This is an optimization exercise on Yosys and OpenROAD, whose aim is small area, a short achievable clock period and few clock cycles per item, not a production implementation.
Only simulation tests tie the RTL to the original design; equivalence was not proved.
Power is estimated from default activity; no workload was simulated.

## design/flow/flow/run.sh

```bash
#!/bin/bash
# Standard layout, with timing repair asked to leave a larger setup margin,
# plain buffers (not delay buffers) on the ports, and no dummy clock loads.
export SETUP_SLACK_MARGIN=7.4
export BUFFER_PORTS_ARGS="-buffer_cell sky130_fd_sc_hd__buf_1"
export CTS_ARGS="-sink_clustering_enable -repair_clock_nets -dont_use_dummy_load"
bash standard.sh > standard_run.log 2>&1
```

## design/flow/standard.sh

```bash
#!/bin/bash
# synth_recipe.tcl (not shown) runs the flow's synth.tcl, then flattens the netlist and writes it again
# the make line also repeats each setting of config.mk as NAME=value (left out here)
make -C /OpenROAD-flow-scripts/flow DESIGN_CONFIG=/design/flow/config.mk WORK_HOME=/design/flow/orfs CLKGATE_MAP_FILE= SYNTH_SCRIPT=/design/flow/synth_recipe.tcl "${@:-finish}"
```

## design/flow/config.mk

```make
export PLATFORM = sky130hd
export DESIGN_NAME = WallaceTreeMultiplier
export DESIGN_NICKNAME = WallaceTreeMultiplier
export VERILOG_FILES = /design/flow/design.v
export SDC_FILE = /design/flow/constraint.sdc
export NUM_CORES = 4
export LEC_CHECK = 0
export CAP_MARGIN = 20
export CORE_MARGIN = 2
export CORE_UTILIZATION = 40
export SLEW_MARGIN = 20
```

## design/flow/constraint.sdc

```tcl
create_clock -name core_clock -period 11.0 [get_ports {clk}]
set_input_delay 2.2000 -clock core_clock [delete_from_list [all_inputs] [get_ports {clk}]]
set_output_delay 2.2000 -clock core_clock [all_outputs]
set_load 0.01 [all_outputs]
```

## design/flow/design.v

```verilog
module WallaceTreeMultiplier (
    input                   clk,
    input                   rst,
    input  logic [31:0]     a,
    input  logic [31:0]     b,
    input  logic            start,
    input  logic [1:0]      mul_type,
    output logic            done,
    output logic [63:0]     p
);
  localparam logic [2:0] IDLE = 3'd0, G0 = 3'd1, G1 = 3'd2, G2 = 3'd3, G3 = 3'd4,
                         FIN = 3'd5, DN = 3'd6;
  logic [2:0]  st;
  logic        done_q;   
  logic [32:0] A;        
  logic        corr;     
  logic [31:0] PB;       
  logic [32:0] S, C;  
  logic [7:0]  Ls, Lc;   
  logic        n3d;      
  wire sa = (mul_type == 2'b01) || (mul_type == 2'b10);
  wire sb = (mul_type == 2'b01);
  wire grp = (st == G0) || (st == G1) || (st == G2) || (st == G3);
  function automatic logic [2:0] benc(input logic x2, input logic x1, input logic x0);
    benc = {x2, (x2 & ~x1 & ~x0) | (~x2 & x1 & x0), x1 ^ x0};
  endfunction
  logic [3:0] neg;
  wire [8:0] bn = (st == IDLE) ? {b[7:0], 1'b0} : PB[15:7];
  logic [3:0] neg_l, one_l, two_l;
  always_ff @(posedge clk) begin
    for (int k = 0; k < 4; k++)
      {neg_l[k], two_l[k], one_l[k]} <= benc(bn[2*k+2], bn[2*k+1], bn[2*k]);
  end
  wire [3:0] neg_h = neg_l, one_h = one_l, two_h = two_l;
  assign neg = neg_l;
  wire [34:0] Ae = {A[32], A[32], A};
  wire [35:0] Ae2 = {Ae, 1'b0};
  wire [34:0] m0 = {({18{one_h[0]}} & Ae[34:17]) | ({18{two_h[0]}} & Ae2[34:17]),
                       ({17{one_l[0]}} & Ae[16:0]) | ({17{two_l[0]}} & Ae2[16:0])};
  wire [34:0] r0 = {~(m0[34] ^ neg_h[0]), m0[33:17] ^ {17{neg_h[0]}}, m0[16:0] ^ {17{neg_l[0]}}};
  wire [34:0] m1 = {({18{one_h[1]}} & Ae[34:17]) | ({18{two_h[1]}} & Ae2[34:17]),
                       ({17{one_l[1]}} & Ae[16:0]) | ({17{two_l[1]}} & Ae2[16:0])};
  wire [34:0] r1 = {~(m1[34] ^ neg_h[1]), m1[33:17] ^ {17{neg_h[1]}}, m1[16:0] ^ {17{neg_l[1]}}};
  wire [34:0] m2 = {({18{one_h[2]}} & Ae[34:17]) | ({18{two_h[2]}} & Ae2[34:17]),
                       ({17{one_l[2]}} & Ae[16:0]) | ({17{two_l[2]}} & Ae2[16:0])};
  wire [34:0] r2 = {~(m2[34] ^ neg_h[2]), m2[33:17] ^ {17{neg_h[2]}}, m2[16:0] ^ {17{neg_l[2]}}};
  wire [34:0] m3 = {({18{one_h[3]}} & Ae[34:17]) | ({18{two_h[3]}} & Ae2[34:17]),
                       ({17{one_l[3]}} & Ae[16:0]) | ({17{two_l[3]}} & Ae2[16:0])};
  wire [34:0] r3 = {~(m3[34] ^ neg_h[3]), m3[33:17] ^ {17{neg_h[3]}}, m3[16:0] ^ {17{neg_l[3]}}};
  logic [132:0] tfs, tfc;
  logic [9:0] ths, thc;
  assign tfs[0] = S[0] ^ C[0] ^ neg_l[0];
  assign tfc[0] = (S[0] & C[0]) | (S[0] & neg_l[0]) | (C[0] & neg_l[0]);
  assign ths[0] = S[2] ^ C[2];
  assign thc[0] = S[2] & C[2];
  assign ths[1] = S[3] ^ C[3];
  assign thc[1] = S[3] & C[3];
  assign tfs[1] = S[4] ^ C[4] ^ neg_l[2];
  assign tfc[1] = (S[4] & C[4]) | (S[4] & neg_l[2]) | (C[4] & neg_l[2]);
  assign ths[2] = r0[4] ^ r1[2];
  assign thc[2] = r0[4] & r1[2];
  assign tfs[2] = S[5] ^ C[5] ^ r0[5];
  assign tfc[2] = (S[5] & C[5]) | (S[5] & r0[5]) | (C[5] & r0[5]);
  assign ths[3] = r1[3] ^ r2[1];
  assign thc[3] = r1[3] & r2[1];
  assign tfs[3] = S[6] ^ C[6] ^ r0[6];
  assign tfc[3] = (S[6] & C[6]) | (S[6] & r0[6]) | (C[6] & r0[6]);
  assign tfs[4] = r1[4] ^ r2[2] ^ r3[0];
  assign tfc[4] = (r1[4] & r2[2]) | (r1[4] & r3[0]) | (r2[2] & r3[0]);
  assign tfs[5] = S[7] ^ C[7] ^ r0[7];
  assign tfc[5] = (S[7] & C[7]) | (S[7] & r0[7]) | (C[7] & r0[7]);
  assign tfs[6] = r1[5] ^ r2[3] ^ r3[1];
  assign tfc[6] = (r1[5] & r2[3]) | (r1[5] & r3[1]) | (r2[3] & r3[1]);
  assign tfs[7] = S[8] ^ C[8] ^ r0[8];
  assign tfc[7] = (S[8] & C[8]) | (S[8] & r0[8]) | (C[8] & r0[8]);
  assign tfs[8] = r1[6] ^ r2[4] ^ r3[2];
  assign tfc[8] = (r1[6] & r2[4]) | (r1[6] & r3[2]) | (r2[4] & r3[2]);
  assign tfs[9] = S[9] ^ C[9] ^ r0[9];
  assign tfc[9] = (S[9] & C[9]) | (S[9] & r0[9]) | (C[9] & r0[9]);
  assign tfs[10] = r1[7] ^ r2[5] ^ r3[3];
  assign tfc[10] = (r1[7] & r2[5]) | (r1[7] & r3[3]) | (r2[5] & r3[3]);
  assign tfs[11] = S[10] ^ C[10] ^ r0[10];
  assign tfc[11] = (S[10] & C[10]) | (S[10] & r0[10]) | (C[10] & r0[10]);
  assign tfs[12] = r1[8] ^ r2[6] ^ r3[4];
  assign tfc[12] = (r1[8] & r2[6]) | (r1[8] & r3[4]) | (r2[6] & r3[4]);
  assign tfs[13] = S[11] ^ C[11] ^ r0[11];
  assign tfc[13] = (S[11] & C[11]) | (S[11] & r0[11]) | (C[11] & r0[11]);
  assign tfs[14] = r1[9] ^ r2[7] ^ r3[5];
  assign tfc[14] = (r1[9] & r2[7]) | (r1[9] & r3[5]) | (r2[7] & r3[5]);
  assign tfs[15] = S[12] ^ C[12] ^ r0[12];
  assign tfc[15] = (S[12] & C[12]) | (S[12] & r0[12]) | (C[12] & r0[12]);
  assign tfs[16] = r1[10] ^ r2[8] ^ r3[6];
  assign tfc[16] = (r1[10] & r2[8]) | (r1[10] & r3[6]) | (r2[8] & r3[6]);
  assign tfs[17] = S[13] ^ C[13] ^ r0[13];
  assign tfc[17] = (S[13] & C[13]) | (S[13] & r0[13]) | (C[13] & r0[13]);
  assign tfs[18] = r1[11] ^ r2[9] ^ r3[7];
  assign tfc[18] = (r1[11] & r2[9]) | (r1[11] & r3[7]) | (r2[9] & r3[7]);
  assign tfs[19] = S[14] ^ C[14] ^ r0[14];
  assign tfc[19] = (S[14] & C[14]) | (S[14] & r0[14]) | (C[14] & r0[14]);
  assign tfs[20] = r1[12] ^ r2[10] ^ r3[8];
  assign tfc[20] = (r1[12] & r2[10]) | (r1[12] & r3[8]) | (r2[10] & r3[8]);
  assign tfs[21] = S[15] ^ C[15] ^ r0[15];
  assign tfc[21] = (S[15] & C[15]) | (S[15] & r0[15]) | (C[15] & r0[15]);
  assign tfs[22] = r1[13] ^ r2[11] ^ r3[9];
  assign tfc[22] = (r1[13] & r2[11]) | (r1[13] & r3[9]) | (r2[11] & r3[9]);
  assign tfs[23] = S[16] ^ C[16] ^ r0[16];
  assign tfc[23] = (S[16] & C[16]) | (S[16] & r0[16]) | (C[16] & r0[16]);
  assign tfs[24] = r1[14] ^ r2[12] ^ r3[10];
  assign tfc[24] = (r1[14] & r2[12]) | (r1[14] & r3[10]) | (r2[12] & r3[10]);
  assign tfs[25] = S[17] ^ C[17] ^ r0[17];
  assign tfc[25] = (S[17] & C[17]) | (S[17] & r0[17]) | (C[17] & r0[17]);
  assign tfs[26] = r1[15] ^ r2[13] ^ r3[11];
  assign tfc[26] = (r1[15] & r2[13]) | (r1[15] & r3[11]) | (r2[13] & r3[11]);
  assign tfs[27] = S[18] ^ C[18] ^ r0[18];
  assign tfc[27] = (S[18] & C[18]) | (S[18] & r0[18]) | (C[18] & r0[18]);
  assign tfs[28] = r1[16] ^ r2[14] ^ r3[12];
  assign tfc[28] = (r1[16] & r2[14]) | (r1[16] & r3[12]) | (r2[14] & r3[12]);
  assign tfs[29] = S[19] ^ C[19] ^ r0[19];
  assign tfc[29] = (S[19] & C[19]) | (S[19] & r0[19]) | (C[19] & r0[19]);
  assign tfs[30] = r1[17] ^ r2[15] ^ r3[13];
  assign tfc[30] = (r1[17] & r2[15]) | (r1[17] & r3[13]) | (r2[15] & r3[13]);
  assign tfs[31] = S[20] ^ C[20] ^ r0[20];
  assign tfc[31] = (S[20] & C[20]) | (S[20] & r0[20]) | (C[20] & r0[20]);
  assign tfs[32] = r1[18] ^ r2[16] ^ r3[14];
  assign tfc[32] = (r1[18] & r2[16]) | (r1[18] & r3[14]) | (r2[16] & r3[14]);
  assign tfs[33] = S[21] ^ C[21] ^ r0[21];
  assign tfc[33] = (S[21] & C[21]) | (S[21] & r0[21]) | (C[21] & r0[21]);
  assign tfs[34] = r1[19] ^ r2[17] ^ r3[15];
  assign tfc[34] = (r1[19] & r2[17]) | (r1[19] & r3[15]) | (r2[17] & r3[15]);
  assign tfs[35] = S[22] ^ C[22] ^ r0[22];
  assign tfc[35] = (S[22] & C[22]) | (S[22] & r0[22]) | (C[22] & r0[22]);
  assign tfs[36] = r1[20] ^ r2[18] ^ r3[16];
  assign tfc[36] = (r1[20] & r2[18]) | (r1[20] & r3[16]) | (r2[18] & r3[16]);
  assign tfs[37] = S[23] ^ C[23] ^ r0[23];
  assign tfc[37] = (S[23] & C[23]) | (S[23] & r0[23]) | (C[23] & r0[23]);
  assign tfs[38] = r1[21] ^ r2[19] ^ r3[17];
  assign tfc[38] = (r1[21] & r2[19]) | (r1[21] & r3[17]) | (r2[19] & r3[17]);
  assign tfs[39] = S[24] ^ C[24] ^ r0[24];
  assign tfc[39] = (S[24] & C[24]) | (S[24] & r0[24]) | (C[24] & r0[24]);
  assign tfs[40] = r1[22] ^ r2[20] ^ r3[18];
  assign tfc[40] = (r1[22] & r2[20]) | (r1[22] & r3[18]) | (r2[20] & r3[18]);
  assign tfs[41] = S[25] ^ C[25] ^ r0[25];
  assign tfc[41] = (S[25] & C[25]) | (S[25] & r0[25]) | (C[25] & r0[25]);
  assign tfs[42] = r1[23] ^ r2[21] ^ r3[19];
  assign tfc[42] = (r1[23] & r2[21]) | (r1[23] & r3[19]) | (r2[21] & r3[19]);
  assign tfs[43] = S[26] ^ C[26] ^ r0[26];
  assign tfc[43] = (S[26] & C[26]) | (S[26] & r0[26]) | (C[26] & r0[26]);
  assign tfs[44] = r1[24] ^ r2[22] ^ r3[20];
  assign tfc[44] = (r1[24] & r2[22]) | (r1[24] & r3[20]) | (r2[22] & r3[20]);
  assign tfs[45] = S[27] ^ C[27] ^ r0[27];
  assign tfc[45] = (S[27] & C[27]) | (S[27] & r0[27]) | (C[27] & r0[27]);
  assign tfs[46] = r1[25] ^ r2[23] ^ r3[21];
  assign tfc[46] = (r1[25] & r2[23]) | (r1[25] & r3[21]) | (r2[23] & r3[21]);
  assign tfs[47] = S[28] ^ C[28] ^ r0[28];
  assign tfc[47] = (S[28] & C[28]) | (S[28] & r0[28]) | (C[28] & r0[28]);
  assign tfs[48] = r1[26] ^ r2[24] ^ r3[22];
  assign tfc[48] = (r1[26] & r2[24]) | (r1[26] & r3[22]) | (r2[24] & r3[22]);
  assign tfs[49] = S[29] ^ C[29] ^ r0[29];
  assign tfc[49] = (S[29] & C[29]) | (S[29] & r0[29]) | (C[29] & r0[29]);
  assign tfs[50] = r1[27] ^ r2[25] ^ r3[23];
  assign tfc[50] = (r1[27] & r2[25]) | (r1[27] & r3[23]) | (r2[25] & r3[23]);
  assign tfs[51] = S[30] ^ C[30] ^ r0[30];
  assign tfc[51] = (S[30] & C[30]) | (S[30] & r0[30]) | (C[30] & r0[30]);
  assign tfs[52] = r1[28] ^ r2[26] ^ r3[24];
  assign tfc[52] = (r1[28] & r2[26]) | (r1[28] & r3[24]) | (r2[26] & r3[24]);
  assign tfs[53] = S[31] ^ C[31] ^ r0[31];
  assign tfc[53] = (S[31] & C[31]) | (S[31] & r0[31]) | (C[31] & r0[31]);
  assign tfs[54] = r1[29] ^ r2[27] ^ r3[25];
  assign tfc[54] = (r1[29] & r2[27]) | (r1[29] & r3[25]) | (r2[27] & r3[25]);
  assign tfs[55] = S[32] ^ C[32] ^ r0[32];
  assign tfc[55] = (S[32] & C[32]) | (S[32] & r0[32]) | (C[32] & r0[32]);
  assign tfs[56] = r1[30] ^ r2[28] ^ r3[26];
  assign tfc[56] = (r1[30] & r2[28]) | (r1[30] & r3[26]) | (r2[28] & r3[26]);
  assign tfs[57] = 1'b1 ^ r0[33] ^ r1[31];
  assign tfc[57] = (1'b1 & r0[33]) | (1'b1 & r1[31]) | (r0[33] & r1[31]);
  assign ths[4] = r2[29] ^ r3[27];
  assign thc[4] = r2[29] & r3[27];
  assign tfs[58] = r0[34] ^ r1[32] ^ r2[30];
  assign tfc[58] = (r0[34] & r1[32]) | (r0[34] & r2[30]) | (r1[32] & r2[30]);
  assign ths[5] = 1'b1 ^ r1[33];
  assign thc[5] = 1'b1 & r1[33];
  assign ths[6] = r0[0] ^ tfs[0];
  assign thc[6] = r0[0] & tfs[0];
  assign tfs[59] = S[1] ^ C[1] ^ tfc[0];
  assign tfc[59] = (S[1] & C[1]) | (S[1] & tfc[0]) | (C[1] & tfc[0]);
  assign tfs[60] = neg_l[1] ^ ths[0] ^ r0[2];
  assign tfc[60] = (neg_l[1] & ths[0]) | (neg_l[1] & r0[2]) | (ths[0] & r0[2]);
  assign tfs[61] = thc[0] ^ ths[1] ^ r0[3];
  assign tfc[61] = (thc[0] & ths[1]) | (thc[0] & r0[3]) | (ths[1] & r0[3]);
  assign tfs[62] = thc[1] ^ r2[0] ^ tfs[1];
  assign tfc[62] = (thc[1] & r2[0]) | (thc[1] & tfs[1]) | (r2[0] & tfs[1]);
  assign tfs[63] = tfc[1] ^ thc[2] ^ ths[3];
  assign tfc[63] = (tfc[1] & thc[2]) | (tfc[1] & ths[3]) | (thc[2] & ths[3]);
  assign tfs[64] = thc[3] ^ tfc[2] ^ tfs[3];
  assign tfc[64] = (thc[3] & tfc[2]) | (thc[3] & tfs[3]) | (tfc[2] & tfs[3]);
  assign tfs[65] = tfc[3] ^ tfc[4] ^ tfs[5];
  assign tfc[65] = (tfc[3] & tfc[4]) | (tfc[3] & tfs[5]) | (tfc[4] & tfs[5]);
  assign tfs[66] = tfc[5] ^ tfc[6] ^ tfs[7];
  assign tfc[66] = (tfc[5] & tfc[6]) | (tfc[5] & tfs[7]) | (tfc[6] & tfs[7]);
  assign tfs[67] = tfc[7] ^ tfc[8] ^ tfs[9];
  assign tfc[67] = (tfc[7] & tfc[8]) | (tfc[7] & tfs[9]) | (tfc[8] & tfs[9]);
  assign tfs[68] = tfc[9] ^ tfc[10] ^ tfs[11];
  assign tfc[68] = (tfc[9] & tfc[10]) | (tfc[9] & tfs[11]) | (tfc[10] & tfs[11]);
  assign tfs[69] = tfc[11] ^ tfc[12] ^ tfs[13];
  assign tfc[69] = (tfc[11] & tfc[12]) | (tfc[11] & tfs[13]) | (tfc[12] & tfs[13]);
  assign tfs[70] = tfc[13] ^ tfc[14] ^ tfs[15];
  assign tfc[70] = (tfc[13] & tfc[14]) | (tfc[13] & tfs[15]) | (tfc[14] & tfs[15]);
  assign tfs[71] = tfc[15] ^ tfc[16] ^ tfs[17];
  assign tfc[71] = (tfc[15] & tfc[16]) | (tfc[15] & tfs[17]) | (tfc[16] & tfs[17]);
  assign tfs[72] = tfc[17] ^ tfc[18] ^ tfs[19];
  assign tfc[72] = (tfc[17] & tfc[18]) | (tfc[17] & tfs[19]) | (tfc[18] & tfs[19]);
  assign tfs[73] = tfc[19] ^ tfc[20] ^ tfs[21];
  assign tfc[73] = (tfc[19] & tfc[20]) | (tfc[19] & tfs[21]) | (tfc[20] & tfs[21]);
  assign tfs[74] = tfc[21] ^ tfc[22] ^ tfs[23];
  assign tfc[74] = (tfc[21] & tfc[22]) | (tfc[21] & tfs[23]) | (tfc[22] & tfs[23]);
  assign tfs[75] = tfc[23] ^ tfc[24] ^ tfs[25];
  assign tfc[75] = (tfc[23] & tfc[24]) | (tfc[23] & tfs[25]) | (tfc[24] & tfs[25]);
  assign tfs[76] = tfc[25] ^ tfc[26] ^ tfs[27];
  assign tfc[76] = (tfc[25] & tfc[26]) | (tfc[25] & tfs[27]) | (tfc[26] & tfs[27]);
  assign tfs[77] = tfc[27] ^ tfc[28] ^ tfs[29];
  assign tfc[77] = (tfc[27] & tfc[28]) | (tfc[27] & tfs[29]) | (tfc[28] & tfs[29]);
  assign tfs[78] = tfc[29] ^ tfc[30] ^ tfs[31];
  assign tfc[78] = (tfc[29] & tfc[30]) | (tfc[29] & tfs[31]) | (tfc[30] & tfs[31]);
  assign tfs[79] = tfc[31] ^ tfc[32] ^ tfs[33];
  assign tfc[79] = (tfc[31] & tfc[32]) | (tfc[31] & tfs[33]) | (tfc[32] & tfs[33]);
  assign tfs[80] = tfc[33] ^ tfc[34] ^ tfs[35];
  assign tfc[80] = (tfc[33] & tfc[34]) | (tfc[33] & tfs[35]) | (tfc[34] & tfs[35]);
  assign tfs[81] = tfc[35] ^ tfc[36] ^ tfs[37];
  assign tfc[81] = (tfc[35] & tfc[36]) | (tfc[35] & tfs[37]) | (tfc[36] & tfs[37]);
  assign tfs[82] = tfc[37] ^ tfc[38] ^ tfs[39];
  assign tfc[82] = (tfc[37] & tfc[38]) | (tfc[37] & tfs[39]) | (tfc[38] & tfs[39]);
  assign tfs[83] = tfc[39] ^ tfc[40] ^ tfs[41];
  assign tfc[83] = (tfc[39] & tfc[40]) | (tfc[39] & tfs[41]) | (tfc[40] & tfs[41]);
  assign tfs[84] = tfc[41] ^ tfc[42] ^ tfs[43];
  assign tfc[84] = (tfc[41] & tfc[42]) | (tfc[41] & tfs[43]) | (tfc[42] & tfs[43]);
  assign tfs[85] = tfc[43] ^ tfc[44] ^ tfs[45];
  assign tfc[85] = (tfc[43] & tfc[44]) | (tfc[43] & tfs[45]) | (tfc[44] & tfs[45]);
  assign tfs[86] = tfc[45] ^ tfc[46] ^ tfs[47];
  assign tfc[86] = (tfc[45] & tfc[46]) | (tfc[45] & tfs[47]) | (tfc[46] & tfs[47]);
  assign tfs[87] = tfc[47] ^ tfc[48] ^ tfs[49];
  assign tfc[87] = (tfc[47] & tfc[48]) | (tfc[47] & tfs[49]) | (tfc[48] & tfs[49]);
  assign tfs[88] = tfc[49] ^ tfc[50] ^ tfs[51];
  assign tfc[88] = (tfc[49] & tfc[50]) | (tfc[49] & tfs[51]) | (tfc[50] & tfs[51]);
  assign tfs[89] = tfc[51] ^ tfc[52] ^ tfs[53];
  assign tfc[89] = (tfc[51] & tfc[52]) | (tfc[51] & tfs[53]) | (tfc[52] & tfs[53]);
  assign tfs[90] = tfc[53] ^ tfc[54] ^ tfs[55];
  assign tfc[90] = (tfc[53] & tfc[54]) | (tfc[53] & tfs[55]) | (tfc[54] & tfs[55]);
  assign tfs[91] = ths[4] ^ tfc[55] ^ tfc[56];
  assign tfc[91] = (ths[4] & tfc[55]) | (ths[4] & tfc[56]) | (tfc[55] & tfc[56]);
  assign tfs[92] = r3[28] ^ thc[4] ^ tfc[57];
  assign tfc[92] = (r3[28] & thc[4]) | (r3[28] & tfc[57]) | (thc[4] & tfc[57]);
  assign tfs[93] = r2[31] ^ r3[29] ^ ths[5];
  assign tfc[93] = (r2[31] & r3[29]) | (r2[31] & ths[5]) | (r3[29] & ths[5]);
  assign tfs[94] = r1[34] ^ r2[32] ^ r3[30];
  assign tfc[94] = (r1[34] & r2[32]) | (r1[34] & r3[30]) | (r2[32] & r3[30]);
  assign ths[7] = 1'b1 ^ r2[33];
  assign thc[7] = 1'b1 & r2[33];
  assign ths[8] = k8 ^ ths[6];
  assign thc[8] = k8 & ths[6];
  assign tfs[95] = r0[1] ^ thc[6] ^ tfs[59];
  assign tfc[95] = (r0[1] & thc[6]) | (r0[1] & tfs[59]) | (thc[6] & tfs[59]);
  assign tfs[96] = r1[0] ^ tfc[59] ^ tfs[60];
  assign tfc[96] = (r1[0] & tfc[59]) | (r1[0] & tfs[60]) | (tfc[59] & tfs[60]);
  assign tfs[97] = r1[1] ^ tfc[60] ^ tfs[61];
  assign tfc[97] = (r1[1] & tfc[60]) | (r1[1] & tfs[61]) | (tfc[60] & tfs[61]);
  assign tfs[98] = ths[2] ^ tfc[61] ^ tfs[62];
  assign tfc[98] = (ths[2] & tfc[61]) | (ths[2] & tfs[62]) | (tfc[61] & tfs[62]);
  assign tfs[99] = tfc[62] ^ tfs[2] ^ tfs[63];
  assign tfc[99] = (tfc[62] & tfs[2]) | (tfc[62] & tfs[63]) | (tfs[2] & tfs[63]);
  assign tfs[100] = tfs[4] ^ tfc[63] ^ tfs[64];
  assign tfc[100] = (tfs[4] & tfc[63]) | (tfs[4] & tfs[64]) | (tfc[63] & tfs[64]);
  assign tfs[101] = tfs[6] ^ tfc[64] ^ tfs[65];
  assign tfc[101] = (tfs[6] & tfc[64]) | (tfs[6] & tfs[65]) | (tfc[64] & tfs[65]);
  assign tfs[102] = tfs[8] ^ tfc[65] ^ tfs[66];
  assign tfc[102] = (tfs[8] & tfc[65]) | (tfs[8] & tfs[66]) | (tfc[65] & tfs[66]);
  assign tfs[103] = tfs[10] ^ tfc[66] ^ tfs[67];
  assign tfc[103] = (tfs[10] & tfc[66]) | (tfs[10] & tfs[67]) | (tfc[66] & tfs[67]);
  assign tfs[104] = tfs[12] ^ tfc[67] ^ tfs[68];
  assign tfc[104] = (tfs[12] & tfc[67]) | (tfs[12] & tfs[68]) | (tfc[67] & tfs[68]);
  assign tfs[105] = tfs[14] ^ tfc[68] ^ tfs[69];
  assign tfc[105] = (tfs[14] & tfc[68]) | (tfs[14] & tfs[69]) | (tfc[68] & tfs[69]);
  assign tfs[106] = tfs[16] ^ tfc[69] ^ tfs[70];
  assign tfc[106] = (tfs[16] & tfc[69]) | (tfs[16] & tfs[70]) | (tfc[69] & tfs[70]);
  assign tfs[107] = tfs[18] ^ tfc[70] ^ tfs[71];
  assign tfc[107] = (tfs[18] & tfc[70]) | (tfs[18] & tfs[71]) | (tfc[70] & tfs[71]);
  assign tfs[108] = tfs[20] ^ tfc[71] ^ tfs[72];
  assign tfc[108] = (tfs[20] & tfc[71]) | (tfs[20] & tfs[72]) | (tfc[71] & tfs[72]);
  assign tfs[109] = tfs[22] ^ tfc[72] ^ tfs[73];
  assign tfc[109] = (tfs[22] & tfc[72]) | (tfs[22] & tfs[73]) | (tfc[72] & tfs[73]);
  assign tfs[110] = tfs[24] ^ tfc[73] ^ tfs[74];
  assign tfc[110] = (tfs[24] & tfc[73]) | (tfs[24] & tfs[74]) | (tfc[73] & tfs[74]);
  assign tfs[111] = tfs[26] ^ tfc[74] ^ tfs[75];
  assign tfc[111] = (tfs[26] & tfc[74]) | (tfs[26] & tfs[75]) | (tfc[74] & tfs[75]);
  assign tfs[112] = tfs[28] ^ tfc[75] ^ tfs[76];
  assign tfc[112] = (tfs[28] & tfc[75]) | (tfs[28] & tfs[76]) | (tfc[75] & tfs[76]);
  assign tfs[113] = tfs[30] ^ tfc[76] ^ tfs[77];
  assign tfc[113] = (tfs[30] & tfc[76]) | (tfs[30] & tfs[77]) | (tfc[76] & tfs[77]);
  assign tfs[114] = tfs[32] ^ tfc[77] ^ tfs[78];
  assign tfc[114] = (tfs[32] & tfc[77]) | (tfs[32] & tfs[78]) | (tfc[77] & tfs[78]);
  assign tfs[115] = tfs[34] ^ tfc[78] ^ tfs[79];
  assign tfc[115] = (tfs[34] & tfc[78]) | (tfs[34] & tfs[79]) | (tfc[78] & tfs[79]);
  assign tfs[116] = tfs[36] ^ tfc[79] ^ tfs[80];
  assign tfc[116] = (tfs[36] & tfc[79]) | (tfs[36] & tfs[80]) | (tfc[79] & tfs[80]);
  assign tfs[117] = tfs[38] ^ tfc[80] ^ tfs[81];
  assign tfc[117] = (tfs[38] & tfc[80]) | (tfs[38] & tfs[81]) | (tfc[80] & tfs[81]);
  assign tfs[118] = tfs[40] ^ tfc[81] ^ tfs[82];
  assign tfc[118] = (tfs[40] & tfc[81]) | (tfs[40] & tfs[82]) | (tfc[81] & tfs[82]);
  assign tfs[119] = tfs[42] ^ tfc[82] ^ tfs[83];
  assign tfc[119] = (tfs[42] & tfc[82]) | (tfs[42] & tfs[83]) | (tfc[82] & tfs[83]);
  assign tfs[120] = tfs[44] ^ tfc[83] ^ tfs[84];
  assign tfc[120] = (tfs[44] & tfc[83]) | (tfs[44] & tfs[84]) | (tfc[83] & tfs[84]);
  assign tfs[121] = tfs[46] ^ tfc[84] ^ tfs[85];
  assign tfc[121] = (tfs[46] & tfc[84]) | (tfs[46] & tfs[85]) | (tfc[84] & tfs[85]);
  assign tfs[122] = tfs[48] ^ tfc[85] ^ tfs[86];
  assign tfc[122] = (tfs[48] & tfc[85]) | (tfs[48] & tfs[86]) | (tfc[85] & tfs[86]);
  assign tfs[123] = tfs[50] ^ tfc[86] ^ tfs[87];
  assign tfc[123] = (tfs[50] & tfc[86]) | (tfs[50] & tfs[87]) | (tfc[86] & tfs[87]);
  assign tfs[124] = tfs[52] ^ tfc[87] ^ tfs[88];
  assign tfc[124] = (tfs[52] & tfc[87]) | (tfs[52] & tfs[88]) | (tfc[87] & tfs[88]);
  assign tfs[125] = tfs[54] ^ tfc[88] ^ tfs[89];
  assign tfc[125] = (tfs[54] & tfc[88]) | (tfs[54] & tfs[89]) | (tfc[88] & tfs[89]);
  assign tfs[126] = tfs[56] ^ tfc[89] ^ tfs[90];
  assign tfc[126] = (tfs[56] & tfc[89]) | (tfs[56] & tfs[90]) | (tfc[89] & tfs[90]);
  assign tfs[127] = tfs[57] ^ tfs[91] ^ tfc[90];
  assign tfc[127] = (tfs[57] & tfs[91]) | (tfs[57] & tfc[90]) | (tfs[91] & tfc[90]);
  assign tfs[128] = tfs[58] ^ tfc[91] ^ tfs[92];
  assign tfc[128] = (tfs[58] & tfc[91]) | (tfs[58] & tfs[92]) | (tfc[91] & tfs[92]);
  assign tfs[129] = tfc[58] ^ tfs[93] ^ tfc[92];
  assign tfc[129] = (tfc[58] & tfs[93]) | (tfc[58] & tfc[92]) | (tfs[93] & tfc[92]);
  assign tfs[130] = thc[5] ^ tfs[94] ^ tfc[93];
  assign tfc[130] = (thc[5] & tfs[94]) | (thc[5] & tfc[93]) | (tfs[94] & tfc[93]);
  assign tfs[131] = r3[31] ^ ths[7] ^ tfc[94];
  assign tfc[131] = (r3[31] & ths[7]) | (r3[31] & tfc[94]) | (ths[7] & tfc[94]);
  assign tfs[132] = r2[34] ^ r3[32] ^ thc[7];
  assign tfc[132] = (r2[34] & r3[32]) | (r2[34] & thc[7]) | (r3[32] & thc[7]);
  assign ths[9] = 1'b1 ^ r3[33];
  assign thc[9] = 1'b1 & r3[33];
  wire [42:0] ts = {1'b0, 1'b1, r3[34], ths[9], tfs[132], tfs[131], tfs[130], tfc[128], tfc[127], tfc[126], tfc[125], tfc[124], tfc[123], tfc[122], tfc[121], tfc[120], tfc[119], tfc[118], tfc[117], tfc[116], tfc[115], tfc[114], tfc[113], tfc[112], tfc[111], tfc[110], tfc[109], tfc[108], tfc[107], tfc[106], tfc[105], tfc[104], tfc[103], tfc[102], tfc[101], tfc[100], tfc[99], tfc[98], tfc[97], tfc[96], tfc[95], thc[8], ths[8]};
  wire [42:0] tc = {1'b0, 1'b0, thc[9], tfc[132], tfc[131], tfc[130], tfc[129], tfs[129], tfs[128], tfs[127], tfs[126], tfs[125], tfs[124], tfs[123], tfs[122], tfs[121], tfs[120], tfs[119], tfs[118], tfs[117], tfs[116], tfs[115], tfs[114], tfs[113], tfs[112], tfs[111], tfs[110], tfs[109], tfs[108], tfs[107], tfs[106], tfs[105], tfs[104], tfs[103], tfs[102], tfs[101], tfs[100], tfs[99], tfs[98], tfs[97], tfs[96], tfs[95], lo_c8};
  wire x6 = Ls[6] ^ Lc[6] ^ n3d;
  wire k7 = (Ls[6] & Lc[6]) | (Ls[6] & n3d) | (Lc[6] & n3d);
  wire x7 = Ls[7] ^ Lc[7] ^ k7;
  wire k8 = (Ls[7] & Lc[7]) | (Ls[7] & k7) | (Lc[7] & k7);
  wire [31:0] ca = corr ? A[31:0] : 32'd0;
  wire [31:0] fu = S[31:0] ^ C[31:0] ^ ca;
  wire [31:0] fv = ((S[31:0] ^ C[31:0]) & ca) | (S[31:0] & C[31:0]);
  wire [39:0] ax = {fu, x7, x6, Ls[5:0]};
  wire [39:0] ay = {fv[30:0], k8, 2'b00, Lc[5:0]};
  logic [39:0] ad_s;
  logic ad_co;
  logic [40:0] ad_c;   
  always_comb begin
    logic [40:0] g, p;
    g = {ax & ay, 1'b0};
    p = {ax ^ ay, 1'b0};
    begin
      logic [40:0] g0, p0;
      g0 = g; p0 = p;
      g[1] = g0[1] | (p0[1] & g0[0]); p[1] = p0[1] & p0[0];
      g[2] = g0[2] | (p0[2] & g0[1]); p[2] = p0[2] & p0[1];
      g[3] = g0[3] | (p0[3] & g0[2]); p[3] = p0[3] & p0[2];
      g[4] = g0[4] | (p0[4] & g0[3]); p[4] = p0[4] & p0[3];
      g[5] = g0[5] | (p0[5] & g0[4]); p[5] = p0[5] & p0[4];
      g[6] = g0[6] | (p0[6] & g0[5]); p[6] = p0[6] & p0[5];
      g[7] = g0[7] | (p0[7] & g0[6]); p[7] = p0[7] & p0[6];
      g[8] = g0[8] | (p0[8] & g0[7]); p[8] = p0[8] & p0[7];
      g[9] = g0[9] | (p0[9] & g0[8]); p[9] = p0[9] & p0[8];
      g[10] = g0[10] | (p0[10] & g0[9]); p[10] = p0[10] & p0[9];
      g[11] = g0[11] | (p0[11] & g0[10]); p[11] = p0[11] & p0[10];
      g[12] = g0[12] | (p0[12] & g0[11]); p[12] = p0[12] & p0[11];
      g[13] = g0[13] | (p0[13] & g0[12]); p[13] = p0[13] & p0[12];
      g[14] = g0[14] | (p0[14] & g0[13]); p[14] = p0[14] & p0[13];
      g[15] = g0[15] | (p0[15] & g0[14]); p[15] = p0[15] & p0[14];
      g[16] = g0[16] | (p0[16] & g0[15]); p[16] = p0[16] & p0[15];
      g[17] = g0[17] | (p0[17] & g0[16]); p[17] = p0[17] & p0[16];
      g[18] = g0[18] | (p0[18] & g0[17]); p[18] = p0[18] & p0[17];
      g[19] = g0[19] | (p0[19] & g0[18]); p[19] = p0[19] & p0[18];
      g[20] = g0[20] | (p0[20] & g0[19]); p[20] = p0[20] & p0[19];
      g[21] = g0[21] | (p0[21] & g0[20]); p[21] = p0[21] & p0[20];
      g[22] = g0[22] | (p0[22] & g0[21]); p[22] = p0[22] & p0[21];
      g[23] = g0[23] | (p0[23] & g0[22]); p[23] = p0[23] & p0[22];
      g[24] = g0[24] | (p0[24] & g0[23]); p[24] = p0[24] & p0[23];
      g[25] = g0[25] | (p0[25] & g0[24]); p[25] = p0[25] & p0[24];
      g[26] = g0[26] | (p0[26] & g0[25]); p[26] = p0[26] & p0[25];
      g[27] = g0[27] | (p0[27] & g0[26]); p[27] = p0[27] & p0[26];
      g[28] = g0[28] | (p0[28] & g0[27]); p[28] = p0[28] & p0[27];
      g[29] = g0[29] | (p0[29] & g0[28]); p[29] = p0[29] & p0[28];
      g[30] = g0[30] | (p0[30] & g0[29]); p[30] = p0[30] & p0[29];
      g[31] = g0[31] | (p0[31] & g0[30]); p[31] = p0[31] & p0[30];
      g[32] = g0[32] | (p0[32] & g0[31]); p[32] = p0[32] & p0[31];
      g[33] = g0[33] | (p0[33] & g0[32]); p[33] = p0[33] & p0[32];
      g[34] = g0[34] | (p0[34] & g0[33]); p[34] = p0[34] & p0[33];
      g[35] = g0[35] | (p0[35] & g0[34]); p[35] = p0[35] & p0[34];
      g[36] = g0[36] | (p0[36] & g0[35]); p[36] = p0[36] & p0[35];
      g[37] = g0[37] | (p0[37] & g0[36]); p[37] = p0[37] & p0[36];
      g[38] = g0[38] | (p0[38] & g0[37]); p[38] = p0[38] & p0[37];
      g[39] = g0[39] | (p0[39] & g0[38]); p[39] = p0[39] & p0[38];
      g[40] = g0[40] | (p0[40] & g0[39]); p[40] = p0[40] & p0[39];
    end
    begin
      logic [40:0] g0, p0;
      g0 = g; p0 = p;
      g[2] = g0[2] | (p0[2] & g0[0]); p[2] = p0[2] & p0[0];
      g[3] = g0[3] | (p0[3] & g0[1]); p[3] = p0[3] & p0[1];
      g[4] = g0[4] | (p0[4] & g0[2]); p[4] = p0[4] & p0[2];
      g[5] = g0[5] | (p0[5] & g0[3]); p[5] = p0[5] & p0[3];
      g[6] = g0[6] | (p0[6] & g0[4]); p[6] = p0[6] & p0[4];
      g[7] = g0[7] | (p0[7] & g0[5]); p[7] = p0[7] & p0[5];
      g[8] = g0[8] | (p0[8] & g0[6]); p[8] = p0[8] & p0[6];
      g[9] = g0[9] | (p0[9] & g0[7]); p[9] = p0[9] & p0[7];
      g[10] = g0[10] | (p0[10] & g0[8]); p[10] = p0[10] & p0[8];
      g[11] = g0[11] | (p0[11] & g0[9]); p[11] = p0[11] & p0[9];
      g[12] = g0[12] | (p0[12] & g0[10]); p[12] = p0[12] & p0[10];
      g[13] = g0[13] | (p0[13] & g0[11]); p[13] = p0[13] & p0[11];
      g[14] = g0[14] | (p0[14] & g0[12]); p[14] = p0[14] & p0[12];
      g[15] = g0[15] | (p0[15] & g0[13]); p[15] = p0[15] & p0[13];
      g[16] = g0[16] | (p0[16] & g0[14]); p[16] = p0[16] & p0[14];
      g[17] = g0[17] | (p0[17] & g0[15]); p[17] = p0[17] & p0[15];
      g[18] = g0[18] | (p0[18] & g0[16]); p[18] = p0[18] & p0[16];
      g[19] = g0[19] | (p0[19] & g0[17]); p[19] = p0[19] & p0[17];
      g[20] = g0[20] | (p0[20] & g0[18]); p[20] = p0[20] & p0[18];
      g[21] = g0[21] | (p0[21] & g0[19]); p[21] = p0[21] & p0[19];
      g[22] = g0[22] | (p0[22] & g0[20]); p[22] = p0[22] & p0[20];
      g[23] = g0[23] | (p0[23] & g0[21]); p[23] = p0[23] & p0[21];
      g[24] = g0[24] | (p0[24] & g0[22]); p[24] = p0[24] & p0[22];
      g[25] = g0[25] | (p0[25] & g0[23]); p[25] = p0[25] & p0[23];
      g[26] = g0[26] | (p0[26] & g0[24]); p[26] = p0[26] & p0[24];
      g[27] = g0[27] | (p0[27] & g0[25]); p[27] = p0[27] & p0[25];
      g[28] = g0[28] | (p0[28] & g0[26]); p[28] = p0[28] & p0[26];
      g[29] = g0[29] | (p0[29] & g0[27]); p[29] = p0[29] & p0[27];
      g[30] = g0[30] | (p0[30] & g0[28]); p[30] = p0[30] & p0[28];
      g[31] = g0[31] | (p0[31] & g0[29]); p[31] = p0[31] & p0[29];
      g[32] = g0[32] | (p0[32] & g0[30]); p[32] = p0[32] & p0[30];
      g[33] = g0[33] | (p0[33] & g0[31]); p[33] = p0[33] & p0[31];
      g[34] = g0[34] | (p0[34] & g0[32]); p[34] = p0[34] & p0[32];
      g[35] = g0[35] | (p0[35] & g0[33]); p[35] = p0[35] & p0[33];
      g[36] = g0[36] | (p0[36] & g0[34]); p[36] = p0[36] & p0[34];
      g[37] = g0[37] | (p0[37] & g0[35]); p[37] = p0[37] & p0[35];
      g[38] = g0[38] | (p0[38] & g0[36]); p[38] = p0[38] & p0[36];
      g[39] = g0[39] | (p0[39] & g0[37]); p[39] = p0[39] & p0[37];
      g[40] = g0[40] | (p0[40] & g0[38]); p[40] = p0[40] & p0[38];
    end
    begin
      logic [40:0] g0, p0;
      g0 = g; p0 = p;
      g[4] = g0[4] | (p0[4] & g0[0]); p[4] = p0[4] & p0[0];
      g[5] = g0[5] | (p0[5] & g0[1]); p[5] = p0[5] & p0[1];
      g[6] = g0[6] | (p0[6] & g0[2]); p[6] = p0[6] & p0[2];
      g[7] = g0[7] | (p0[7] & g0[3]); p[7] = p0[7] & p0[3];
      g[8] = g0[8] | (p0[8] & g0[4]); p[8] = p0[8] & p0[4];
      g[9] = g0[9] | (p0[9] & g0[5]); p[9] = p0[9] & p0[5];
      g[10] = g0[10] | (p0[10] & g0[6]); p[10] = p0[10] & p0[6];
      g[11] = g0[11] | (p0[11] & g0[7]); p[11] = p0[11] & p0[7];
      g[12] = g0[12] | (p0[12] & g0[8]); p[12] = p0[12] & p0[8];
      g[13] = g0[13] | (p0[13] & g0[9]); p[13] = p0[13] & p0[9];
      g[14] = g0[14] | (p0[14] & g0[10]); p[14] = p0[14] & p0[10];
      g[15] = g0[15] | (p0[15] & g0[11]); p[15] = p0[15] & p0[11];
      g[16] = g0[16] | (p0[16] & g0[12]); p[16] = p0[16] & p0[12];
      g[17] = g0[17] | (p0[17] & g0[13]); p[17] = p0[17] & p0[13];
      g[18] = g0[18] | (p0[18] & g0[14]); p[18] = p0[18] & p0[14];
      g[19] = g0[19] | (p0[19] & g0[15]); p[19] = p0[19] & p0[15];
      g[20] = g0[20] | (p0[20] & g0[16]); p[20] = p0[20] & p0[16];
      g[21] = g0[21] | (p0[21] & g0[17]); p[21] = p0[21] & p0[17];
      g[22] = g0[22] | (p0[22] & g0[18]); p[22] = p0[22] & p0[18];
      g[23] = g0[23] | (p0[23] & g0[19]); p[23] = p0[23] & p0[19];
      g[24] = g0[24] | (p0[24] & g0[20]); p[24] = p0[24] & p0[20];
      g[25] = g0[25] | (p0[25] & g0[21]); p[25] = p0[25] & p0[21];
      g[26] = g0[26] | (p0[26] & g0[22]); p[26] = p0[26] & p0[22];
      g[27] = g0[27] | (p0[27] & g0[23]); p[27] = p0[27] & p0[23];
      g[28] = g0[28] | (p0[28] & g0[24]); p[28] = p0[28] & p0[24];
      g[29] = g0[29] | (p0[29] & g0[25]); p[29] = p0[29] & p0[25];
      g[30] = g0[30] | (p0[30] & g0[26]); p[30] = p0[30] & p0[26];
      g[31] = g0[31] | (p0[31] & g0[27]); p[31] = p0[31] & p0[27];
      g[32] = g0[32] | (p0[32] & g0[28]); p[32] = p0[32] & p0[28];
      g[33] = g0[33] | (p0[33] & g0[29]); p[33] = p0[33] & p0[29];
      g[34] = g0[34] | (p0[34] & g0[30]); p[34] = p0[34] & p0[30];
      g[35] = g0[35] | (p0[35] & g0[31]); p[35] = p0[35] & p0[31];
      g[36] = g0[36] | (p0[36] & g0[32]); p[36] = p0[36] & p0[32];
      g[37] = g0[37] | (p0[37] & g0[33]); p[37] = p0[37] & p0[33];
      g[38] = g0[38] | (p0[38] & g0[34]); p[38] = p0[38] & p0[34];
      g[39] = g0[39] | (p0[39] & g0[35]); p[39] = p0[39] & p0[35];
      g[40] = g0[40] | (p0[40] & g0[36]); p[40] = p0[40] & p0[36];
    end
    begin
      logic [40:0] g0, p0;
      g0 = g; p0 = p;
      g[8] = g0[8] | (p0[8] & g0[0]); p[8] = p0[8] & p0[0];
      g[9] = g0[9] | (p0[9] & g0[1]); p[9] = p0[9] & p0[1];
      g[10] = g0[10] | (p0[10] & g0[2]); p[10] = p0[10] & p0[2];
      g[11] = g0[11] | (p0[11] & g0[3]); p[11] = p0[11] & p0[3];
      g[12] = g0[12] | (p0[12] & g0[4]); p[12] = p0[12] & p0[4];
      g[13] = g0[13] | (p0[13] & g0[5]); p[13] = p0[13] & p0[5];
      g[14] = g0[14] | (p0[14] & g0[6]); p[14] = p0[14] & p0[6];
      g[15] = g0[15] | (p0[15] & g0[7]); p[15] = p0[15] & p0[7];
      g[16] = g0[16] | (p0[16] & g0[8]); p[16] = p0[16] & p0[8];
      g[17] = g0[17] | (p0[17] & g0[9]); p[17] = p0[17] & p0[9];
      g[18] = g0[18] | (p0[18] & g0[10]); p[18] = p0[18] & p0[10];
      g[19] = g0[19] | (p0[19] & g0[11]); p[19] = p0[19] & p0[11];
      g[20] = g0[20] | (p0[20] & g0[12]); p[20] = p0[20] & p0[12];
      g[21] = g0[21] | (p0[21] & g0[13]); p[21] = p0[21] & p0[13];
      g[22] = g0[22] | (p0[22] & g0[14]); p[22] = p0[22] & p0[14];
      g[23] = g0[23] | (p0[23] & g0[15]); p[23] = p0[23] & p0[15];
      g[24] = g0[24] | (p0[24] & g0[16]); p[24] = p0[24] & p0[16];
      g[25] = g0[25] | (p0[25] & g0[17]); p[25] = p0[25] & p0[17];
      g[26] = g0[26] | (p0[26] & g0[18]); p[26] = p0[26] & p0[18];
      g[27] = g0[27] | (p0[27] & g0[19]); p[27] = p0[27] & p0[19];
      g[28] = g0[28] | (p0[28] & g0[20]); p[28] = p0[28] & p0[20];
      g[29] = g0[29] | (p0[29] & g0[21]); p[29] = p0[29] & p0[21];
      g[30] = g0[30] | (p0[30] & g0[22]); p[30] = p0[30] & p0[22];
      g[31] = g0[31] | (p0[31] & g0[23]); p[31] = p0[31] & p0[23];
      g[32] = g0[32] | (p0[32] & g0[24]); p[32] = p0[32] & p0[24];
      g[33] = g0[33] | (p0[33] & g0[25]); p[33] = p0[33] & p0[25];
      g[34] = g0[34] | (p0[34] & g0[26]); p[34] = p0[34] & p0[26];
      g[35] = g0[35] | (p0[35] & g0[27]); p[35] = p0[35] & p0[27];
      g[36] = g0[36] | (p0[36] & g0[28]); p[36] = p0[36] & p0[28];
      g[37] = g0[37] | (p0[37] & g0[29]); p[37] = p0[37] & p0[29];
      g[38] = g0[38] | (p0[38] & g0[30]); p[38] = p0[38] & p0[30];
      g[39] = g0[39] | (p0[39] & g0[31]); p[39] = p0[39] & p0[31];
      g[40] = g0[40] | (p0[40] & g0[32]); p[40] = p0[40] & p0[32];
    end
    begin
      logic [40:0] g0, p0;
      g0 = g; p0 = p;
      g[16] = g0[16] | (p0[16] & g0[0]); p[16] = p0[16] & p0[0];
      g[17] = g0[17] | (p0[17] & g0[1]); p[17] = p0[17] & p0[1];
      g[18] = g0[18] | (p0[18] & g0[2]); p[18] = p0[18] & p0[2];
      g[19] = g0[19] | (p0[19] & g0[3]); p[19] = p0[19] & p0[3];
      g[20] = g0[20] | (p0[20] & g0[4]); p[20] = p0[20] & p0[4];
      g[21] = g0[21] | (p0[21] & g0[5]); p[21] = p0[21] & p0[5];
      g[22] = g0[22] | (p0[22] & g0[6]); p[22] = p0[22] & p0[6];
      g[23] = g0[23] | (p0[23] & g0[7]); p[23] = p0[23] & p0[7];
      g[24] = g0[24] | (p0[24] & g0[8]); p[24] = p0[24] & p0[8];
      g[25] = g0[25] | (p0[25] & g0[9]); p[25] = p0[25] & p0[9];
      g[26] = g0[26] | (p0[26] & g0[10]); p[26] = p0[26] & p0[10];
      g[27] = g0[27] | (p0[27] & g0[11]); p[27] = p0[27] & p0[11];
      g[28] = g0[28] | (p0[28] & g0[12]); p[28] = p0[28] & p0[12];
      g[29] = g0[29] | (p0[29] & g0[13]); p[29] = p0[29] & p0[13];
      g[30] = g0[30] | (p0[30] & g0[14]); p[30] = p0[30] & p0[14];
      g[31] = g0[31] | (p0[31] & g0[15]); p[31] = p0[31] & p0[15];
      g[32] = g0[32] | (p0[32] & g0[16]); p[32] = p0[32] & p0[16];
      g[33] = g0[33] | (p0[33] & g0[17]); p[33] = p0[33] & p0[17];
      g[34] = g0[34] | (p0[34] & g0[18]); p[34] = p0[34] & p0[18];
      g[35] = g0[35] | (p0[35] & g0[19]); p[35] = p0[35] & p0[19];
      g[36] = g0[36] | (p0[36] & g0[20]); p[36] = p0[36] & p0[20];
      g[37] = g0[37] | (p0[37] & g0[21]); p[37] = p0[37] & p0[21];
      g[38] = g0[38] | (p0[38] & g0[22]); p[38] = p0[38] & p0[22];
      g[39] = g0[39] | (p0[39] & g0[23]); p[39] = p0[39] & p0[23];
      g[40] = g0[40] | (p0[40] & g0[24]); p[40] = p0[40] & p0[24];
    end
    begin
      logic [40:0] g0, p0;
      g0 = g; p0 = p;
      g[32] = g0[32] | (p0[32] & g0[0]); p[32] = p0[32] & p0[0];
      g[33] = g0[33] | (p0[33] & g0[1]); p[33] = p0[33] & p0[1];
      g[34] = g0[34] | (p0[34] & g0[2]); p[34] = p0[34] & p0[2];
      g[35] = g0[35] | (p0[35] & g0[3]); p[35] = p0[35] & p0[3];
      g[36] = g0[36] | (p0[36] & g0[4]); p[36] = p0[36] & p0[4];
      g[37] = g0[37] | (p0[37] & g0[5]); p[37] = p0[37] & p0[5];
      g[38] = g0[38] | (p0[38] & g0[6]); p[38] = p0[38] & p0[6];
      g[39] = g0[39] | (p0[39] & g0[7]); p[39] = p0[39] & p0[7];
      g[40] = g0[40] | (p0[40] & g0[8]); p[40] = p0[40] & p0[8];
    end
    ad_s = (ax ^ ay) ^ g[39:0];
    ad_co = g[40];
    ad_c = g;
  end
  wire [7:0] lo = ad_s[7:0];
  wire lo_c8 = ad_c[8];
  wire [31:0] phi = ad_s[39:8];
  wire zop = (A == 33'd0) || (PB == 32'd0);
  always_ff @(posedge clk) begin
    if (rst) begin
      st <= IDLE;
      done_q <= 1'b0;
    end
    else begin
      done_q <= (st == FIN) || (st == G0 && zop) || (st == DN && start);
      case (st)
        IDLE: if (start) st <= G0;
        G0: st <= zop ? DN : G1;
        G1: st <= G2;
        G2: st <= G3;
        G3: st <= FIN;
        FIN: st <= DN;
        DN: if (!start) st <= IDLE;
        default: st <= IDLE;
      endcase
    end
  end
  wire zclr = (st == G0) && zop;
  always_ff @(posedge clk) begin
    A <= {sa & a[31], a};
    corr <= ~sb & b[31];
    C <= grp ? tc[40:8] : 33'd1 << 32;
    Ls <= grp ? ts[7:0] : 8'd0;
    Lc <= grp ? tc[7:0] : 8'd0;
    n3d <= grp ? neg[3] : 1'b0;
    if (st == IDLE) PB <= b;
    else if (zclr) PB <= '0;
    else if (grp || st == FIN) PB <= {lo, PB[31:8]};
    if (zclr) S <= '0;
    else if (st == IDLE) S <= 33'd1 << 32;
    else if (grp) S <= ts[40:8];
    else if (st == FIN) S[31:0] <= phi;
  end
  assign done = done_q;
  assign p = {S[31:0], PB};
endmodule
```

==> key figures, run 1 <==
Global route
  • Largest net degree at the start of global routing: 42
  • Via count of the first global-routing pass: 11,200
  • Grt ovf: 0
  • First-pass GRT wire length: around 67,000 um
  • Initial antenna violation count: 0
  • Tot GR Track Use: 0.244

Critical path
  • Critical path's slowest cell: or4_1
  • Crit path buffers/inverters: 1
  • Setup crit end kind: register
  • Max incr delay on CP: 0.51 ns
  • Worst setup SP type: register
  • CP Class: reg -> reg
  • Worst reg2reg startpoint: corr$_DFF_P_
  • Reg-to-reg endpoint: S[30]$_SDFFE_PP0P_
  • WP data required: 11.38 ns
  • Max FO, Critical Path: 8
  • Critical path, cell by cell: buf_4, and2_1, fa_1, ha_1, a21o_1, a31oi_1, o22ai_1, nor2_1, o31ai_4, a31oi_4, o41ai_4, or4_1, nand3_1
  • R2R cell count: 13
  • Arr. time, crit path: 3.87 ns
  • Crit path max-delay family: compound AO/OA/AOI/OAI gates
  • Flop2flop setup slack: 7.52 ns

Hold path
  • Hold Path Origin: S[0]$_SDFFE_PP0P_
  • Worst hold endpoint: S[0]$_SDFFE_PP0P_
  • Worst hold path depth: 2
  • Hold Crit Class: reg -> reg

Power
  • Peak VDD IR: ~0.00013 V
  • Sw frac: 0.477
  • Net Switching: 2260 uW
  • Seq pwr share: 0.227
  • Part of the power in the clock network: 0.106
  • PwrDens: 310 nW/um^2
  • Comb power frac: 0.667
  • Leak Pwr: 0.00624 uW
  • Internal: between 2000 and 2500 uW

Floorplan
  • Initial Utilization: 0.408
  • DIE HEIGHT: slightly below 200 um
  • Die Area: 36,900 sq um
  • Row count: 68
  • Core ar.: roughly 35,000 sq um
  • IO Count: 134
  • Die Wd: around 190 um

Timing
  • Min Tclk post-route: roughly 3.5 ns
  • Worst-Margin Slew: 1.07 ns
  • Max_slew headroom: 0.284
  • RSZ-0062 raised after global routing: no
  • Final setup vio count: 0
  • Peak Freq: 287 MHz
  • Final Max Slew Viols: 0
  • Worst clock skew: about 0.026 ns
  • Fin Setup TNS: 0 ns
  • Fin crit share: 0.317
  • Fin. Hold Viols: 0

Clock network
  • Clock slew at reported path FFs: 0.07 ns
  • Max H-tree Level: 4
  • Clk sink count: 165
  • Post-CTS Hold Buffers: 0
  • CTS Root Buffer Type: clkbuf_16
  • Max Root-Sink Buffers: 2
  • CTS tree: built
  • TritonCTS buffer count: 17
  • Worst-Skew Late Latency: 0.45 ns

Yosys
  • Avg Cell Area, Syn: 9.76 sq um
  • Synth Warn #: 1
  • Post-synthesis sequential area ratio: 0.256
  • Top_reg_cell synth: dfxtp_1
  • EDFF count, synth: 32
  • FF+latch count, synth: ~170
  • Async SR Flop Fraction: 0
  • Synth unique cells: between 50 and 60
  • Post-Synthesis Cells: 1,450
  • Syn_nets: 1,733
  • Cell Area, Synth: between 10,000 and 15,000 sq um

Route
  • Via density: between 5 and 6
  • Drt total wl: about 44,000 um
  • Vias: 11,100
  • Starting DRT DRC Count: between 900 and 1,000
  • First-pass DRT Iterations: 6
  • Wire per inst: ~23 um
  • Drt drc: 0
  • Routed Antenna Nets: 0

Cells and area
  • Fin cells: 1,922
  • Commonest non-fill, non-tap cell in the layout: fa_1
  • Area grow syn2layout: 7.82%
  • Layout cells sized above 1: 0.0675
  • Ant diodes: 0
  • Util after Layout: 0.439
  • Nets: 1,752
  • Most frequent cells in the layout: 165 x fa_1, 147 x xnor2_1, 134 x a22oi_1

Outcome
  • Status: timing/DRC/antenna clean

Flow run
  • Max cap viols: 0

Placed design
  • # port buffers: roughly 130
  • RePlAce Congestion: 0.873
  • DP Wirelength: 32,000 um
  • Inst Count DP: around 1,900
## layer usage
| layer | wire length (um) | part of all wire | up-vias | global-route usage |
|---|---|---|---|---|
| met3 | 3190 | 0.072 | 62 | 0.0384 |
| met2 | 20700 | 0.47 | 478 | 0.399 |
| li1 | - | - | 4986 | - |
| met1 | 19400 | 0.44 | 5534 | 0.329 |
| met4 | 1180 | 0.027 | 0 | 0.0807 |
| met5 | 0 | 0 | - | 0 |
## cell usage after synthesis (2+ instances only)
cell,instances,area [sq um]
a211oi_1,12,90.1
a21boi_0,2,15.0
a21o_1,26,195
a21oi_1,60,300
a22o_1,25,219
a22oi_1,134,1010
a311oi_1,8,70.1
a31o_2,3,26.3
a31oi_1,7,43.8
and2_1,30,188
and3_1,48,300
buf_1,3,11.3
buf_4,32,240
clkbuf_1,124,465
dfxtp_1,133,2660
edfxtp_1,32,961
fa_1,165,3300
ha_1,49,613
inv_1,73,274
mux2i_1,5,50.1
nand2_1,95,357
nand2b_1,5,31.3
nand3_1,12,60.1
nand3b_1,2,15.0
nand4_1,12,75.1
nor2_1,48,180
nor2b_1,8,50.1
nor3_1,13,65.1
nor4_1,16,100
o211ai_1,4,30.0
o21a_1,5,37.5
o21ai_0,44,220
o21ai_1,2,10.0
o21bai_1,4,30.0
o221ai_1,2,17.5
o22ai_1,8,50.1
or2_2,2,12.5
or3_1,4,25.0
xnor2_1,147,1290
xor2_1,29,254
## final cells by class
class                      count  area [sq um]
fill                        3421         19500
timing repair buffer         159           714
clock buffer                  17           425
sequential                   165          3660
inverter                      73           274
multi-input combinational   1053          9610
tap                          455           569
## tightest hold or removal path: stages, from the launching register on
cell and delay (ns):
dfxtp_1 0.35, a21oi_1 0.14, nor2_1 0.05
## stage by stage
stage	cell area (sq um)	setup slack, ns	power [uW]	hold slack (ns)
5_1_grt	15300	7.41	5190	0.615
6_report	15300	7.52	4730	0.581
4_1_cts	15100	7.42	4710	0.584
3_5_place_dp	14700	6.85	4200	0.573
2_1_floorplan	14100	7.60	3210	0.520
3_3_place_gp	14700	6.95	4130	0.563
## worst max-delay path by stage
stage | from | endpoint | cells after the start
2_1_floorplan | corr$_DFF_P_ | S[26]$_SDFFE_PP0P_ | 14
3_3_place_gp | corr$_DFF_P_ | S[26]$_SDFFE_PP0P_ | 13
3_5_place_dp | corr$_DFF_P_ | S[26]$_SDFFE_PP0P_ | 13
4_1_cts | A[0]$_DFF_P_ | S[26]$_SDFFE_PP0P_ | 14
5_1_grt | corr$_DFF_P_ | S[30]$_SDFFE_PP0P_ | 13
6_report | corr$_DFF_P_ | S[30]$_SDFFE_PP0P_ | 13
## registers in the layout (all words and copies together), names as in the netlist
name    cells
A          33
C          33
S          33
PB         32
Lc          8
Ls          8
neg_l       4
one_l       4
two_l       4
st          3
corr        1
done_q      1
n3d         1
## power by group through the flow
stage	Combinational, uW	Sequential [uW]	Clock [uW]
2_1_floorplan	2310	907	0
3_3_place_gp	3050	1080	0
3_5_place_dp	3110	1080	0
4_1_cts	3120	1070	513
5_1_grt	3570	1090	530
6_report	3160	1070	502
## what timing repair did
action / 4_1_cts / 5_1_grt
endpoints found under the setup margin: 25 / 10
pin swaps: 0 / 3
resized for setup: 6 / 27
buffers inserted: 1 / 6
## logic make-up after synthesis
| family | Yosys count | share of synthesized area |
|---|---|---|
| AOI/OAI and AO/OA | 360 | 0.180 |
| and+or+nand+nor | 298 | 0.105 |
| buffers and inverters | 232 | 0.0700 |
| adders and majority gates | 214 | 0.277 |
| xor gates and xnor gates | 176 | 0.109 |
| DFF | 165 | 0.256 |
| muxes | 5 | 0.00354 |
Testbench counts, summed over its fixed seeds: cycles 15,028, items 2,000.
==> run 2, diff against run 1 <==
--- a/design/flow/flow/run.sh
+++ b/design/flow/flow/run.sh
@@ -3,3 +3,3 @@
 # plain buffers (not delay buffers) on the ports, and no dummy clock loads.
-export SETUP_SLACK_MARGIN=7.4
+export SETUP_SLACK_MARGIN=7.2
 export BUFFER_PORTS_ARGS="-buffer_cell sky130_fd_sc_hd__buf_1"
==> run 2 against run 1 <==
Against the previous run: still clean; register-to-register slack worse by 0.08 ns; combinational power about the same; clock skew about the same; non-clock buffer count down 6; flip-flop and latch count unchanged; first-iteration DRC count down 6.9%; die area unchanged; sequential share of layout area up 0.15 points; setup slack worse by 0.083 ns; count of clock-buffer cells in the layout unchanged; critical endpoint is now S[29]$_SDFFE_PP0P_.
==> key figures, run 2 <==
Floorplan
  • IO Count: between 100 and 150
  • Row count: 68
  • Die Wd: 192 um
  • Core ar.: 34,700 sq um
  • Die Area: 36,900 sq um
  • Initial Utilization: 0.408
  • DIE HEIGHT: 192 um

Critical path
  • Worst setup SP type: register
  • CP Class: reg -> reg
  • Setup crit end kind: register
  • Arr. time, crit path: just under 4 ns
  • Max FO, Critical Path: 10
  • WP data required: between 10 and 15 ns
  • Flop2flop setup slack: 7.43 ns

Placed design
  • DP Wirelength: 32,000 um
  • RePlAce Congestion: a little under 0.9
  • # port buffers: 133
  • DP Area: 14,700 sq um

Clock network
  • TritonCTS buffer count: 17
  • Max Root-Sink Buffers: 2
  • Clock slew at reported path FFs: 0.06 ns
  • CTS tree: built
  • CTS Root Buffer Type: clkbuf_16
  • Max H-tree Level: 4
  • Worst-Skew Late Latency: 0.45 ns
  • Post-CTS Hold Buffers: 0
  • Clk sink count: 165

Route
  • Wire per inst: between 20 and 25 um
  • Starting DRT DRC Count: approximately 930
  • Via density: roughly 5.8
  • Drt total wl: 44,100 um
  • Drt drc: 0
  • Routed Antenna Nets: 0
  • First-pass DRT Iterations: 5
  • Vias: ~11,000

Timing
  • Min Tclk post-route: 3.57 ns
  • Final Max Slew Viols: 0
  • Max_slew headroom: 0.311
  • Peak Freq: 280 MHz
  • Fin. Hold Viols: 0
  • Hold slack: around 0.58 ns
  • Fin crit share: 0.324
  • Fin Setup TNS: 0 ns
  • RSZ-0062 raised after global routing: no
  • Final setup vio count: 0
  • Worst-Margin Slew: about 1.0 ns
  • Worst clock skew: 0.0264 ns

Yosys
  • Synth unique cells: 57
  • Post-synthesis sequential area ratio: 0.256
  • Post-Synthesis Cells: 1,450
  • Adder-Cell Fraction of Synth Area: 0.277
  • Synth Area in Simple Gates: 0.105
  • Synth Warn #: 1
  • Top cells by area, synth: fa_1 23%, dfxtp_1 19%, xnor2_1 9.1%
  • Synth Area in XOR/XNOR: 0.109
  • Count leader, synth: fa_1
  • Cell Area, Synth: 14,100 sq um
  • Syn_nets: 1,733
  • Complex-gate fraction of the synthesized area: 0.180
  • Largest family of logic cells by synthesized area: adder cells
  • EDFF count, synth: 32
  • Area leader, netlist: fa_1
  • Avg Cell Area, Syn: between 9 and 10 sq um
  • Top_reg_cell synth: dfxtp_1
  • Synth top cells by count: 165 x fa_1, 147 x xnor2_1, 134 x a22oi_1, 133 x dfxtp_1, 124 x clkbuf_1
  • FF+latch count, synth: ~170
  • Post-synth top area share: 0.233
  • Multiplexer area fraction after synthesis: 0.00354
  • Async SR Flop Fraction: 0

Cells and area
  • Nets: 1,746
  • Util after Layout: 0.436
  • Largest regs: A: 33 flops, C: 33 flops, S: 33 flops
  • Fillers: 3,424
  • Layout cells sized above 1: 0.0513
  • Commonest non-fill, non-tap cell in the layout: fa_1
  • Ant diodes: 0
  • Area grow syn2layout: 6.87%
  • Design Area, Final: 15,100 sq um
  • Most frequent cells in the layout: 165 x fa_1, 147 x xnor2_1, 134 x a22oi_1

Power
  • Seq pwr share: 0.228
  • Comb power frac: 0.666
  • Leak Pwr: 0.00620 uW
  • Part of the power in the clock network: 0.106
  • Internal: between 2000 and 2500 uW
  • Peak VDD IR: 0.000127 V
  • Sw frac: 0.478
  • Tot Pwr: 4710 uW
  • PwrDens: roughly 310 nW/um^2
  • Net Switching: around 2200 uW

Global route
  • Largest net degree at the start of global routing: 42
  • Tot GR Track Use: 0.243
  • Grt ovf: 0
  • Via count of the first global-routing pass: between 10,000 and 15,000
  • Initial antenna violation count: 0
  • First-pass GRT wire length: between 60,000 and 70,000 um

Hold path
  • Hold Crit Class: reg -> reg

Flow run
  • Max cap viols: 0

Outcome
  • Status: timing/DRC/antenna clean
[run 2: area by class of cell]
type | instances | area (sq um) | area share
timing repair buffer | 153 | 653 | 0.0432
clock buffer | 17 | 425 | 0.0281
tap | 455 | 569 | 0.0377
sequential | 165 | 3650 | 0.241
multi-input combinational | 1053 | 9550 | 0.631
inverter | 73 | 274 | 0.0181
[run 2: worst paths after layout]
path	from	endpoint	cells past startpoint
worst max-delay path	A[5]$_DFF_P_	S[29]$_SDFFE_PP0P_	12
worst min-delay path	S[0]$_SDFFE_PP0P_	S[0]$_SDFFE_PP0P_	2
worst max register to register	A[5]$_DFF_P_	S[29]$_SDFFE_PP0P_	12
worst min register to register	S[0]$_SDFFE_PP0P_	S[0]$_SDFFE_PP0P_	2
[run 2: per-stage QoR]
stage | instances | setup WS, ns
floorplan | 1450 | 7.60
detailed placement | 1898 | 6.85
global placement | 1898 | 6.95
finish | 1916 | 7.43
CTS | 1915 | 7.31
global route | 1916 | 7.21
[run 2: critical path, stage by stage (launching register included)]
cell and delay, ns:
dfxtp_1 0.52, and2_1 0.28, fa_1 0.37, ha_1 0.41
a21o_1 0.24, a31oi_1 0.25, and2_1 0.21, a311o_1 0.21
nand3_1 0.17, a21bo_2 0.28, a31oi_1 0.24, xor2_1 0.17
o22ai_1 0.08
[run 2: cell families (layout without fill, tap and decap cells)]
kind of cell,after synthesis,count (layout)
AO/OA/AOI/OAI,360,360
multiplexers,5,5
adder cells (fa/ha/maj),214,214
XOR/XNOR,176,176
buffers and inverters,232,243
flip-flops,165,165
AND/OR/NAND/NOR,298,298
[run 2: timing repair]
item | in CTS | in global routing
hold endpoints to repair | 0 | 0
endpoints found under the setup margin | 16 | 5
setup buffers | 0 | 1
resized for setup | 2 | 10
[run 2: power by group through the flow]
stage                     Clock, uW  Combinational [uW]  Sequential, uW
after detailed placement          0                3110            1080
after global placement            0                3050            1080
after floorplan                   0                2310             907
after CTS                       513                3120            1070
final                           500                3130            1070
after global routing            530                3550            1090
[run 2: metal layers]
| layer | vias up | track usage | part of all wire |
|---|---|---|---|
| li1 | 4977 | - | - |
| met1 | 5544 | 0.329 | 0.44 |
| met2 | 454 | 0.397 | 0.47 |
| met3 | 54 | 0.0380 | 0.065 |
| met4 | 0 | 0.0807 | 0.024 |
| met5 | - | 0 | 0 |

## port drivers added, routing unchanged
How much do the figures lean on ideal ports? The routed layouts below were timed once more, with nothing changed but the port constraints.
Step 1, drivers: a clkbuf_16 drives clk and a buf_2 each remaining input, both assumed.
Step 2 moves the port delays by t, midway between the first and last clock arrival at a register: inputs arrive t later, outputs are due t later. That takes back most of the time a late clock gives input paths.
Three values: ideal ports, drivers, drivers and shift; two values: the first two.
run | t, ns | setup WS [ns] | worst setup path after step 2
run 1 | 0.490 | 7.516 / 7.514 / 7.516 | register to register
run 2 | 0.489 | 7.433 / 7.433 / 7.433 | register to register
After both steps setup and hold are still met in every run listed.
